What follows belongs to an exercise in optimizing a design on an open flow for small area, a short achievable clock period and few clock cycles; a production flow would make more cautious choices. Function was checked by simulation only, so behaviour that the tests miss may differ from the original.

<file path="design/flow/design.v">
module rodadas(
	input  logic [31:0] b, fu, fv, p, addend,
	input  logic [15:0] ssel,
	output logic [31:0] output_A
);
	logic [31:0] f, t, r;
	assign f = (b & fu) | (~b & fv);
	assign t = f + p;
	function automatic [31:0] rotl(input [31:0] v, input integer s);
		rotl = (v << s) | (v >> (32 - s));
	endfunction
	assign r = ({32{ssel[0]}}  & rotl(t, 7))  | ({32{ssel[1]}}  & rotl(t, 12))
	         | ({32{ssel[2]}}  & rotl(t, 17)) | ({32{ssel[3]}}  & rotl(t, 22))
	         | ({32{ssel[4]}}  & rotl(t, 5))  | ({32{ssel[5]}}  & rotl(t, 9))
	         | ({32{ssel[6]}}  & rotl(t, 14)) | ({32{ssel[7]}}  & rotl(t, 20))
	         | ({32{ssel[8]}}  & rotl(t, 4))  | ({32{ssel[9]}}  & rotl(t, 11))
	         | ({32{ssel[10]}} & rotl(t, 16)) | ({32{ssel[11]}} & rotl(t, 23))
	         | ({32{ssel[12]}} & rotl(t, 6))  | ({32{ssel[13]}} & rotl(t, 10))
	         | ({32{ssel[14]}} & rotl(t, 15)) | ({32{ssel[15]}} & rotl(t, 21));
	assign output_A = addend + r;
endmodule
module md5(
	input  logic  PCLK_IN,
	input  logic  PRESETn_IN,
	input  logic  PSEL_IN,
	input  logic  PENABLE_IN,
	input  logic  PWRITE_IN,
	input  logic  [04:0] PADDR_IN,
	input  logic  [31:0] PWDATA_IN,
	output logic  [31:0] PRDATA_OUT,
	output logic  PREADY_OUT
);
	logic [31:0] M [15:0];
	logic [31:0] R0, R1, R2, R3;
	logic [31:0] A, B, C, D, P;
	logic [1:0]  ph;
	logic [5:0]  rnd;      
	logic        run;      
	logic        pend;     
	logic        fin;      
	logic        w0;       
	logic        spec;     
	logic [31:0] FU, FV;   
	logic [15:0] ssel;     
	logic [5:0]  ki;       
	logic [3:0]  gi;       
	wire wr    = PSEL_IN & ~PENABLE_IN & PWRITE_IN;
	wire start = PSEL_IN & PENABLE_IN & ~run & ~fin;
	wire go0   = ~run & (ph == 2'd0) & (start | pend) & ~w0;    
	wire idle3 = ~run & (ph == 2'd3);   
	wire addf  = fin | (run & (rnd >= 6'd61));
	logic [31:0] K;
	always_comb
		case (ki)
			6'd00: K = 32'hd76aa478; 6'd01: K = 32'he8c7b756; 6'd02: K = 32'h242070db; 6'd03: K = 32'hc1bdceee;
			6'd04: K = 32'hf57c0faf; 6'd05: K = 32'h4787c62a; 6'd06: K = 32'ha8304613; 6'd07: K = 32'hfd469501;
			6'd08: K = 32'h698098d8; 6'd09: K = 32'h8b44f7af; 6'd10: K = 32'hffff5bb1; 6'd11: K = 32'h895cd7be;
			6'd12: K = 32'h6b901122; 6'd13: K = 32'hfd987193; 6'd14: K = 32'ha679438e; 6'd15: K = 32'h49b40821;
			6'd16: K = 32'hf61e2562; 6'd17: K = 32'hc040b340; 6'd18: K = 32'h265e5a51; 6'd19: K = 32'he9b6c7aa;
			6'd20: K = 32'hd62f105d; 6'd21: K = 32'h02441453; 6'd22: K = 32'hd8a1e681; 6'd23: K = 32'he7d3fbc8;
			6'd24: K = 32'h21e1cde6; 6'd25: K = 32'hc33707d6; 6'd26: K = 32'hf4d50d87; 6'd27: K = 32'h455a14ed;
			6'd28: K = 32'ha9e3e905; 6'd29: K = 32'hfcefa3f8; 6'd30: K = 32'h676f02d9; 6'd31: K = 32'h8d2a4c8a;
			6'd32: K = 32'hfffa3942; 6'd33: K = 32'h8771f681; 6'd34: K = 32'h6d9d6122; 6'd35: K = 32'hfde5380c;
			6'd36: K = 32'ha4beea44; 6'd37: K = 32'h4bdecfa9; 6'd38: K = 32'hf6bb4b60; 6'd39: K = 32'hbebfbc70;
			6'd40: K = 32'h289b7ec6; 6'd41: K = 32'heaa127fa; 6'd42: K = 32'hd4ef3085; 6'd43: K = 32'h04881d05;
			6'd44: K = 32'hd9d4d039; 6'd45: K = 32'he6db99e5; 6'd46: K = 32'h1fa27cf8; 6'd47: K = 32'hc4ac5665;
			6'd48: K = 32'hf4292244; 6'd49: K = 32'h432aff97; 6'd50: K = 32'hab9423a7; 6'd51: K = 32'hfc93a039;
			6'd52: K = 32'h655b59c3; 6'd53: K = 32'h8f0ccc92; 6'd54: K = 32'hffeff47d; 6'd55: K = 32'h85845dd1;
			6'd56: K = 32'h6fa87e4f; 6'd57: K = 32'hfe2ce6e0; 6'd58: K = 32'ha3014314; 6'd59: K = 32'h4e0811a1;
			6'd60: K = 32'hf7537e82; 6'd61: K = 32'hbd3af235; 6'd62: K = 32'h2ad7d2bb; default: K = 32'heb86d391;
		endcase
	function automatic [31:0] bswap(input [31:0] v);
		bswap = {v[7:0], v[15:8], v[23:16], v[31:24]};
	endfunction
	wire [31:0] Bnext;
	logic [5:0] rnd_n;
	logic       run_n;
	always_comb begin
		rnd_n = rnd;
		run_n = run;
		if (go0) begin
			run_n = 1'b1;
			rnd_n = 6'd1;
		end else if (run) begin
			rnd_n = rnd + 6'd1;
			if (rnd == 6'd63) run_n = 1'b0;
		end
	end
	wire spec_n = run_n | (ph == 2'd3);
	wire [5:0] ki_n = (~run_n & (ph == 2'd2)) ? 6'd0 : rnd_n + 6'd1;
	logic [3:0] g_n;
	always_comb
		case (ki_n[5:4])
			2'd0: g_n = ki_n[3:0];
			2'd1: g_n = {ki_n[1:0], 2'b0} + ki_n[3:0] + 4'd1;           
			2'd2: g_n = {ki_n[2:0], 1'b0} + ki_n[3:0] + 4'd5;           
			default: g_n = {ki_n[0], 3'b0} - ki_n[3:0];                 
		endcase
	always @(posedge PCLK_IN) begin
		spec <= spec_n;
		ssel <= {16{spec_n}} & (16'd1 << {rnd_n[5:4], rnd_n[1:0]});
		ki <= ki_n;
		gi <= g_n;
	end
	rodadas rod(
		.b(B), .fu(FU), .fv(FV), .p(P),
		.addend(spec ? B : R2),
		.ssel(ssel),
		.output_A(Bnext)
	);
	wire [31:0] Hsum = R3 + (B & {32{addf}});
	always @(posedge PCLK_IN) begin
		if (wr) M[PADDR_IN[3:0]] <= PWDATA_IN;
		A <= idle3 ? R1 : D;
		B <= Bnext;
		C <= B;
		D <= C;
		case (rnd_n[5:4])
			2'd0: begin FU <= B;       FV <= C;        end
			2'd1: begin FU <= B | C;   FV <= B & ~C;   end
			2'd2: begin FU <= ~(B ^ C); FV <= B ^ C;   end
			default: begin FU <= ~B;   FV <= ~(B ^ C); end
		endcase
		P <= (idle3 ? R1 : D) + K + bswap(M[gi]);
	end
	always @(posedge PCLK_IN or negedge PRESETn_IN) begin
		if (!PRESETn_IN) begin
			R3 <= 32'hefcdab89;
			R2 <= 32'h67452301;
			R1 <= 32'h10325476;
			R0 <= 32'h98badcfe;
			ph <= 2'd0;
			rnd <= 6'd0;
			run <= 1'b0;
			pend <= 1'b0;
			fin <= 1'b0;
			w0 <= 1'b0;
			PREADY_OUT <= 1'b0;
		end else begin
			R0 <= Hsum;
			R1 <= R0;
			R2 <= R1;
			R3 <= R2;
			ph <= ph + 2'd1;
			w0 <= wr & (PADDR_IN[3:0] == 4'd0);
			fin <= run & (rnd == 6'd63);
			run <= run_n;
			rnd <= rnd_n;
			if (go0)
				pend <= 1'b0;
			else if (start)
				pend <= 1'b1;
			if (start)
				PREADY_OUT <= 1'b0;
			else if (run & (rnd == 6'd63))
				PREADY_OUT <= 1'b1;
		end
	end
	logic [1:0] ra;
	always @(posedge PCLK_IN)
		ra <= PADDR_IN[1:0];
	wire [1:0] j = (ra ^ 2'd1) - ph;
	logic [31:0] rsel;
	always_comb
		case (j)
			2'd0: rsel = R3;
			2'd1: rsel = R2;
			2'd2: rsel = R1;
			default: rsel = R0;
		endcase
	assign PRDATA_OUT = bswap(rsel);
endmodule
</file>
<file path="design/flow/run.sh">
#!/bin/bash
# synth_recipe.tcl (not shown) runs the flow's synth.tcl, then flattens the netlist and writes it again
# the make line also repeats each setting of config.mk as NAME=value (left out here)
make -C /OpenROAD-flow-scripts/flow DESIGN_CONFIG=/design/flow/config.mk WORK_HOME=/design/flow/orfs CLKGATE_MAP_FILE= SYNTH_SCRIPT=/design/flow/synth_recipe.tcl finish
</file>
<file path="design/flow/config.mk">
export PLATFORM = sky130hd
export DESIGN_NAME = md5
export DESIGN_NICKNAME = md5
export VERILOG_FILES = /design/flow/design.v
export SDC_FILE = /design/flow/constraint.sdc
export NUM_CORES = 4
export LEC_CHECK = 0
export CAP_MARGIN = 20
export CORE_MARGIN = 2
export CORE_UTILIZATION = 50
export CTS_CLUSTER_DIAMETER = 100
export CTS_CLUSTER_SIZE = 30
export SETUP_SLACK_MARGIN = 5
export SLEW_MARGIN = 20
</file>
<file path="design/flow/constraint.sdc">
create_clock -name core_clock -period 11.0 [get_ports {PCLK_IN}]
set_input_delay 2.2000 -clock core_clock [delete_from_list [all_inputs] [get_ports {PCLK_IN}]]
set_output_delay 2.2000 -clock core_clock [all_outputs]
set_load 0.01 [all_outputs]
</file>
==> results of run 1 <==
==> timing repair <==
| action | CTS | global route |
|---|---|---|
| pin swaps | 47 | 31 |
| cloned | 0 | 1 |
| endpoints found under the setup margin | 70 | 52 |
| resized for setup | 127 | 74 |
| setup buffers | 40 | 18 |
==> cells in the final DEF, fill, tap and decap left out, types with 26 or more instances in the layout <==
| cell | netlist | final |
|---|---|---|
| buf_4 | 0 | 136 |
| mux2_2 | 89 | 88 |
| dfrtp_1 | 77 | 77 |
| edfxtp_1 | 512 | 512 |
| nand2_1 | 270 | 262 |
| xor2_1 | 34 | 31 |
| nand3_1 | 92 | 85 |
| fa_1 | 36 | 34 |
| o22ai_1 | 73 | 73 |
| xnor2_1 | 129 | 120 |
| o21ai_0 | 160 | 152 |
| dfstp_2 | 64 | 64 |
| a21o_1 | 63 | 62 |
| ha_1 | 218 | 181 |
| a221o_1 | 39 | 39 |
| mux4_2 | 192 | 192 |
| a22oi_1 | 50 | 50 |
| clkdlybuf4s50_1 | 0 | 72 |
| dfxtp_1 | 247 | 219 |
| a221oi_1 | 54 | 49 |
| and3_1 | 30 | 26 |
| a222oi_1 | 63 | 63 |
| nor2_1 | 243 | 228 |
| nor3_1 | 45 | 41 |
| clkbuf_16 | 0 | 41 |
| a211oi_1 | 37 | 30 |
| inv_1 | 139 | 135 |
| a31oi_1 | 32 | 31 |
| a21oi_1 | 301 | 286 |
==> path summary, 6_finish.rpt <==
check / end / cells after the start
setup / recovery: B[30] / 27
hold / removal: R1[24] / 0
setup reg to reg: B[30] / 27
hold reg to reg: R1[24] / 0
max in group asynchronous: R0[29] / 2
min in group asynchronous: R2[1] / 1
==> stage by stage <==
step | std cells | area, µm² | hold slack [ns] | util [%]
4_1_cts | 5039 | 50740 | 0.3639 | 55.35
5_1_grt | 5058 | 51180 | 0.3725 | 55.84
6_report | 5058 | 51180 | 0.3650 | 55.84
3_5_place_dp | 4927 | 48550 | 0.3560 | 52.96
3_3_place_gp | 4927 | 48550 | 0.3532 | 52.96
2_1_floorplan | 3836 | 46350 | 0.3494 | -
==> layer usage <==
layer	vias up	share of wire (%)	track usage, %
li1	14680	-	-
met1	16250	43	39.56
met2	1352	48	45.62
met3	222	6.6	3.017
met4	0	2.8	7.442
met5	-	0	0
==> logic make-up after synthesis <==
kind of cell | count (synthesis) | share of synthesized area, %
compound gates | 1045 | 15.24
xor+xnor | 163 | 3.083
fa+ha+maj | 254 | 7.446
buf+inv | 406 | 3.350
flops | 900 | 51.67
mux | 291 | 11.72
simple gates | 777 | 7.494
==> synth_stat cells, drive strengths merged (15+ instances only) <==
cell	count	area, µm²
a211oi	37	277.8
a21o	63	473.0
a21oi	305	1549
a221o	39	390.4
a221oi	54	473.0
a222oi	63	630.6
a22oi	50	375.4
a31oi	32	200.2
and3	30	187.7
buf	53	226.5
clkbuf	213	799.5
dfrtp	77	1927
dfstp	64	1682
dfxtp	247	4945
edfxtp	512	15370
fa	36	720.7
ha	218	2728
inv	140	525.5
mux2	89	1002
mux4	192	4324
nand2	270	1013
nand2b	16	100.1
nand3	93	470.5
nand4	24	150.1
nor2	243	912.1
nor2b	16	100.1
nor3	46	235.2
o211ai	25	197.7
o21a	24	182.7
o21ai	170	854.6
o21bai	21	161.4
o221ai	15	137.6
o22ai	73	456.7
xnor2	129	1130
xor2	34	297.8
==> worst reg2reg max path, stage by stage (launching register included) <==
cell	delay (ns)
dfxtp_4	0.43
mux2i_4	0.28
inv_1	0.07
ha_1	0.29
a211oi_2	0.27
o21a_1	0.24
a2bb2oi_4	0.25
o211ai_4	0.12
a41oi_4	0.31
xnor2_1	0.11
buf_4	0.21
a222oi_1	0.36
nand3_1	0.12
a221o_1	0.28
a221o_1	0.36
fa_2	0.39
a21o_1	0.17
a21oi_2	0.18
o21ai_2	0.12
a2111oi_4	0.37
a211oi_2	0.06
buf_4	0.18
a221oi_4	0.27
o21ai_2	0.13
o41ai_2	0.36
o21bai_1	0.12
a21oi_1	0.18
xnor2_1	0.14
==> state kept, by name, summed over array words and instances, names as in the netlist, 2 cells and up, named ones only <==
name,count
C,32
R0,32
B,32
ph,2
R2,32
K,32
FU,32
P,32
ra,2
R1,32
M,512
R3,32
D,32
ssel,16
FV,32
rnd,6
==> layout make-up <==
class                   count  area [µm²]
fillers                  7696       40480
flip-flops and latches    900       24010
multi-input cells        2531       21810
repair buffers            229        2047
well taps                1186        1484
clock buffers              59        1094
inverters                 140       545.5
clock inverters            13       190.2
==> results by group, run 1 <==
Hold path
  • HP Start: R0[24]
  • Hold Crit Class: reg -> reg

Logic synthesis
  • Main flop type after synthesis: edfxtp_1
  • Syn nets: 4,132
  • Async SR Flop Fraction: 15.67%
  • Ys Warns: 2
  • Post-Synthesis Cell Area: 0.04631 mm²
  • Synth Instances: 3,836
  • Distinct cells, synth: 90
  • Register area share after synthesis: 51.67%
  • FF+latch count, synth: 900
  • Syn Area/Cell: 12.07 µm²
  • EDFF count, synth: 512

Placement
  • Final RePlAce weighted congestion: 0.9737
  • Post-DP HPWL: 84,830 µm
  • PortBufs: 73
  • Dpl ws: 3.072 ns

Global route
  • First-pass GRT wire length: 200,500 µm
  • GRT Residual Overflow: 0
  • GRT Util Overall: 27.83%
  • Vias in the first global route: 31.32k
  • Initial antenna violation count: 1
  • Largest net degree at the start of global routing: 84

Drt
  • Via count: 32.50k
  • Starting DRT DRC Count: 4,140
  • DR vias/cell: 6.425
  • Routed Antenna Nets: 0
  • Final wirelength: 133,600 µm
  • Drt pass-1 iters: 12
  • Residual DRC: 0
  • Wire length per cell: 26.42 µm

Critical path
  • Crit path from: B[1]
  • Crit path DAT: 7.02 ns
  • Crit Path Class: reg -> reg
  • R2R Setup Slk: 4.55 ns
  • Crit-path slowest cell: dfxtp_4
  • Max incr delay on CP: 0.43 ns
  • Crit end category: flop
  • Crit path max fanout: 16
  • Start of the worst register-to-register path: B[1]
  • Startpoint Class: flop
  • Worst Path Required: 11.56 ns
  • Buf+Inv Stages, Crit Path: 3
  • Worst path top cell family by delay: compound AO/OA/AOI/OAI gates

CTS
  • CTS Buf Count: 39
  • CTS tree: built
  • H-tree depth: 2
  • CTS sink cnt: 900
  • Clk latency of the worst-skew pair: 0.65 ns
  • Clk slew on worst S/H paths: 0.12 ns
  • Cts hold-fix bufs: 0
  • Clk buf depth: 3
  • CTS Root Cell: clkbuf_16

STA
  • Final clock skew: 0.03620 ns
  • Fin. Hold Viols: 0
  • Final setup fails: 0
  • Unrepaired setup endpoints after global routing: true
  • Peak Freq: 155.0 MHz
  • Post-route setup slack: 4.547 ns
  • Setup_tns: 0 ns
  • Slew @ Worst Pin: 1.098 ns
  • Post-route minimum period: 6.453 ns
  • Relative slew slack: 26.44%
  • Final period utilization: 58.66%
  • Max Transition Viols Final: 0

Finish
  • Antenna cells: 0
  • Total Nets Final: 4,137
  • Fraction of layout cells with a size suffix above 1: 19.47%
  • Synthesis-to-finish area growth: 10.51%

Die
  • Chip width: 308.3 µm
  • Row count: 111
  • Die H: 308.3 µm
  • DIE AREA: 0.09507 mm²
  • CORE AREA: 0.09166 mm²
  • Initial Util: 50.52%
  • I/O pin count: 75

Job
  • Max Cap Viol: 0

Run status
  • Outcome: finished clean
Testbench counts, summed over its fixed seeds: cycles 8,116.
==> inputs of run 2 (changes only) <==
--- a/design/flow/design.v
+++ b/design/flow/design.v
@@ -1,10 +1,17 @@
 module rodadas(
-	input  logic [31:0] b, fu, fv, p, addend,
+	input  logic [31:0] b, c, d, p, addend,
+	input  logic [15:0] fsel,
 	input  logic [15:0] ssel,
 	output logic [31:0] output_A
 );
 	logic [31:0] f, t, r;
-	assign f = (b & fu) | (~b & fv);
+	integer i;
+	always_comb
+		for (i = 0; i < 32; i++)
+			f[i] = (fsel[4*(i/8)+0] & ((b[i] & c[i]) | (~b[i] & d[i])))
+			     | (fsel[4*(i/8)+1] & ((b[i] & d[i]) | (c[i] & ~d[i])))
+			     | (fsel[4*(i/8)+2] & (b[i] ^ c[i] ^ d[i]))
+			     | (fsel[4*(i/8)+3] & (c[i] ^ (b[i] | ~d[i])));
 	assign t = f + p;
 	function automatic [31:0] rotl(input [31:0] v, input integer s);
 		rotl = (v << s) | (v >> (32 - s));
@@ -40,7 +47,7 @@
 	logic        fin;      
 	logic        w0;       
 	logic        spec;     
-	logic [31:0] FU, FV;   
+	logic [15:0] fsel;     
 	logic [15:0] ssel;     
 	logic [5:0]  ki;       
 	logic [3:0]  gi;       
@@ -98,14 +105,15 @@
 		endcase
 	always @(posedge PCLK_IN) begin
 		spec <= spec_n;
+		fsel <= {4{4'b0001 << rnd_n[5:4]}};
 		ssel <= {16{spec_n}} & (16'd1 << {rnd_n[5:4], rnd_n[1:0]});
 		ki <= ki_n;
 		gi <= g_n;
 	end
 	rodadas rod(
-		.b(B), .fu(FU), .fv(FV), .p(P),
+		.b(B), .c(C), .d(D), .p(P),
 		.addend(spec ? B : R2),
-		.ssel(ssel),
+		.fsel(fsel), .ssel(ssel),
 		.output_A(Bnext)
 	);
 	wire [31:0] Hsum = R3 + (B & {32{addf}});
@@ -115,12 +123,6 @@
 		B <= Bnext;
 		C <= B;
 		D <= C;
-		case (rnd_n[5:4])
-			2'd0: begin FU <= B;       FV <= C;        end
-			2'd1: begin FU <= B | C;   FV <= B & ~C;   end
-			2'd2: begin FU <= ~(B ^ C); FV <= B ^ C;   end
-			default: begin FU <= ~B;   FV <= ~(B ^ C); end
-		endcase
 		P <= (idle3 ? R1 : D) + K + bswap(M[gi]);
 	end
 	always @(posedge PCLK_IN or negedge PRESETn_IN) begin
==> design/flow/flow/run.sh (new file) <==
#!/bin/bash
set -euo pipefail
bash standard.sh SETUP_SLACK_MARGIN=6 finish > standard.log 2>&1
==> design/flow/standard.sh (new file) <==
#!/bin/bash
# synth_recipe.tcl (not shown) runs the flow's synth.tcl, then flattens the netlist and writes it again
# the make line also repeats each setting of config.mk as NAME=value (left out here)
make -C /OpenROAD-flow-scripts/flow DESIGN_CONFIG=/design/flow/config.mk WORK_HOME=/design/flow/orfs CLKGATE_MAP_FILE= SYNTH_SCRIPT=/design/flow/synth_recipe.tcl "${@:-finish}"
--- a/design/flow/config.mk
+++ b/design/flow/config.mk
@@ -5,6 +5,7 @@
 export SDC_FILE = /design/flow/constraint.sdc
 export NUM_CORES = 4
 export LEC_CHECK = 0
+export ABC_AREA = 1
 export CAP_MARGIN = 20
 export CORE_MARGIN = 2
 export CORE_UTILIZATION = 50
removed: design/flow/run.sh
==> run 2 against run 1 <==
- maximum frequency grew 27%
- clock skew is 0.0022 ns higher
- core utilization grew 3.5 points
- die area increased by 0.19%
- worst hold slack improved by 0.00052 ns
- global-route usage up 6.5 points
- critical path type unchanged
==> results by group, run 2 <==
Run status
  • Outcome: finished clean (unchanged)

Global route
  • First-pass GRT wire length: 242,000 µm (was 200,500 µm)
  • Initial antenna violation count: 7 (was 1)
  • GRT Residual Overflow: 0 (unchanged)
  • Largest net degree at the start of global routing: 78 (was 84)
  • Vias in the first global route: 37.50k (was 31.32k)
  • GRT Util Overall: 34.32% (was 27.83%)

Placement
  • Final RePlAce weighted congestion: 1.028 (was 0.9737)
  • Dpl ws: 4.575 ns (was 3.072 ns)
  • Post-DP HPWL: 108,100 µm (was 84,830 µm)
  • PortBufs: 73 (unchanged)

CTS
  • Clk slew on worst S/H paths: 0.12 ns (about the same)
  • H-tree depth: 2 (unchanged)
  • CTS tree: built (unchanged)
  • Clk latency of the worst-skew pair: 0.66 ns (was 0.65 ns)
  • Cts hold-fix bufs: 0 (unchanged)
  • Clk buf depth: 3 (unchanged)
  • CTS Buf Count: 39 (unchanged)
  • CTS Root Cell: clkbuf_16 (unchanged)
  • CTS sink cnt: 840 (was 900)

Job
  • Max Cap Viol: 0 (unchanged)

Finish
  • Area of the multi-input gates: 0.02296 mm² (was 0.02181 mm²)
  • Synthesis-to-finish area growth: 17.37% (was 10.51%)
  • Commonest non-fill, non-tap cell in the layout: nand2_1 (was edfxtp_1)
  • Most frequent cells in the layout: nand2_1, inv_1, edfxtp_1 (was edfxtp_1, a21oi_1, nand2_1)
  • Fraction of layout cells with a size suffix above 1: 17.23% (was 19.47%)
  • Fillers: 8,082 (was 7,696)
  • Largest register FFs: 512 (unchanged)
  • Total Nets Final: 5,757 (was 4,137)
  • FF/Latch Area: 0.02280 mm² (was 0.02401 mm²)

Critical path
  • Crit-path slowest cell: ha_4 (was dfxtp_4)
  • Crit Path Class: reg -> reg (unchanged)
  • CP most frequent cell: nand2_1
  • Max incr delay on CP: 0.45 ns (was 0.43 ns)
  • Crit end category: flop (unchanged)
  • Worst Path Required: 11.54 ns (was 11.56 ns)
  • Crit path DAT: 5.62 ns (was 7.02 ns)
  • Startpoint Class: flop (unchanged)
  • Crit path max fanout: 8 (was 16)

Logic synthesis
  • Async SR Flop Fraction: 16.79% (was 15.67%)
  • Post-Synthesis Cell Area: 0.04640 mm² (was 0.04631 mm²)
  • Post-synth top area share: 33.13% (was 33.20%)
  • Syn Area/Cell: 8.668 µm² (was 12.07 µm²)
  • Syn nets: 5,591 (was 4,132)
  • Register area share after synthesis: 48.98% (was 51.67%)
  • FF+latch count, synth: 840 (was 900)
  • EDFF count, synth: 512 (unchanged)
  • Ys Warns: 2 (unchanged)
  • Distinct cells, synth: 60 (was 90)
  • Cell with the most instances after synthesis: nand2_1 (was edfxtp_1)
  • Synth Instances: 5,353 (was 3,836)
  • Post-synth top area cell: edfxtp_1 (unchanged)
  • Synth top area cells: edfxtp_1, nand2_1, dfxtp_1, inv_1, ha_1 (was edfxtp_1, dfxtp_1, mux4_2, ha_1, dfrtp_1)
  • Main flop type after synthesis: edfxtp_1 (unchanged)
  • Synth top cells by count: nand2_1, inv_1, edfxtp_1 (was edfxtp_1, a21oi_1, nand2_1)

Drt
  • Routed Antenna Nets: 0 (unchanged)
  • DR vias/cell: 5.907 (was 6.425)
  • Drt pass-1 iters: 7 (was 12)
  • Final wirelength: 168,200 µm (was 133,600 µm)
  • Residual DRC: 0 (unchanged)
  • Starting DRT DRC Count: 4,665 (was 4,140)
  • Wire length per cell: 24.79 µm (was 26.42 µm)
  • Via count: 40.09k (was 32.50k)

Die
  • DIE AREA: 0.09526 mm² (was 0.09507 mm²)
  • CORE AREA: 0.09180 mm² (was 0.09166 mm²)
  • Chip width: 308.6 µm (was 308.3 µm)
  • Row count: 111 (unchanged)
  • Die H: 308.6 µm (was 308.3 µm)
  • I/O pin count: 75 (unchanged)
  • Initial Util: 50.54% (was 50.52%)

STA
  • Peak Freq: 197.0 MHz (was 155.0 MHz)
  • Setup_tns: 0 ns (unchanged)
  • Post-route minimum period: 5.076 ns (was 6.453 ns)
  • Final period utilization: 46.14% (was 58.66%)
  • Unrepaired setup endpoints after global routing: true (unchanged)
  • Post-route setup slack: 5.924 ns (was 4.547 ns)
  • Final setup fails: 0 (unchanged)
  • Max Transition Viols Final: 0 (unchanged)
  • Final clock skew: 0.03840 ns (was 0.03620 ns)
  • Slew @ Worst Pin: 1.139 ns (was 1.098 ns)
  • Fin. Hold Viols: 0 (unchanged)
  • Relative slew slack: 23.27% (was 26.44%)

Hold path
  • Hold Crit Class: reg -> reg (unchanged)
## run 2: cell families (layout without fill, tap and decap cells)
kind of cell	count (synthesis)	after routing	share of synthesized area, %
simple gates	2039	2042	18.30
compound gates	1181	1181	14.87
buf+inv	870	1056	7.305
flops	840	840	48.98
fa+ha+maj	196	196	5.868
mux	128	128	2.761
xor+xnor	99	99	1.917
other cells	0	2	0
## run 2: layout make-up
class                      instances  share of cell area, %
antenna                            2               0.009189
inverter                         648                  4.714
clock buffer                      46                  1.918
sequential                       840                  41.86
multi-input combinational       3646                  42.15
timing repair buffer             344                  6.044
clock inverter                    18                 0.4526
tap                             1243                  2.856
## run 2: worst max-delay path: cells and delay by family (launching register included)
kind / cells / cell delay [ns]
adders and majority gates: 2 / 0.84
buffers and inverters: 3 / 0.44
DFF: 1 / 0.37
and+or+nand+nor: 19 / 2.58
AOI/OAI and AO/OA: 5 / 0.72
## run 2: what timing repair did
item / CTS / global route
pin swaps: 74 / 179
buffers inserted: 122 / 82
gates resized for setup: 454 / 368
setup endpoints to repair: 119 / 102
gates cloned: 7 / 5
## run 2: worst paths after layout
check / startpoint / endpoint / slack (ns) / cells after the start
setup / recovery: fsel[11] / B[30] / 5.92 / 29
hold / removal: C[12] / D[12] / 0.37 / 0
setup reg to reg: fsel[11] / B[30] / 5.92 / 29
hold reg to reg: C[12] / D[12] / 0.37 / 0
max in group asynchronous: PRESETn_IN / R1[0] / 8.46 / 2
min in group asynchronous: PRESETn_IN / ph[1] / 1.46 / 1
## run 2: per-layer routing
metal / up-vias / track usage [%] / part of all wire [%]
met5: - / 0 / 0.032
met4: 8 / 17.56 / 6.2
met3: 494 / 4.871 / 7.3
met2: 1869 / 57.52 / 47
met1: 19100 / 43.37 / 39
li1: 18620 / - / -
## run 2: through the flow
step	std cells	utilization (%)	cell area [µm²]	hold slack, ns
2_1_floorplan	5353	-	46400	0.3537
6_report	6787	59.33	54460	0.3655
4_1_cts	6698	57.05	52370	0.3571
3_3_place_gp	6505	52.65	48330	0.3542
5_1_grt	6786	59.32	54460	0.3706
3_5_place_dp	6505	52.65	48330	0.3567
Testbench counts of run 2, summed over its fixed seeds: cycles 8,116.

==> afterwards: timing with drivers on the ports <==
The flow's constraints put no driver on any port. The routed layouts listed below were extracted and timed again, unchanged, in two steps. Step 1: set_driving_cell puts a clkbuf_16 on PCLK_IN and a buf_2 on each other input, an assumption about the parent block. Step 2 also shifts input and output timing later by t, the mid clock arrival at the registers, as if the neighbouring blocks saw the same clock. Three values: ideal, step 1, step 2; two values: the first two.
run	shift t [ns]	setup WS [ns]	pins driven straight from the clock port
run 1	0.701	4.547 / 4.547 / 4.505	1
run 2	0.715	5.924 / 5.888 / 5.412	1
After both steps every run listed still meets setup and hold. For run 2, which loses most, drivers alone change the setup slack by -0.036 ns; drivers and shift together by -0.512 ns.
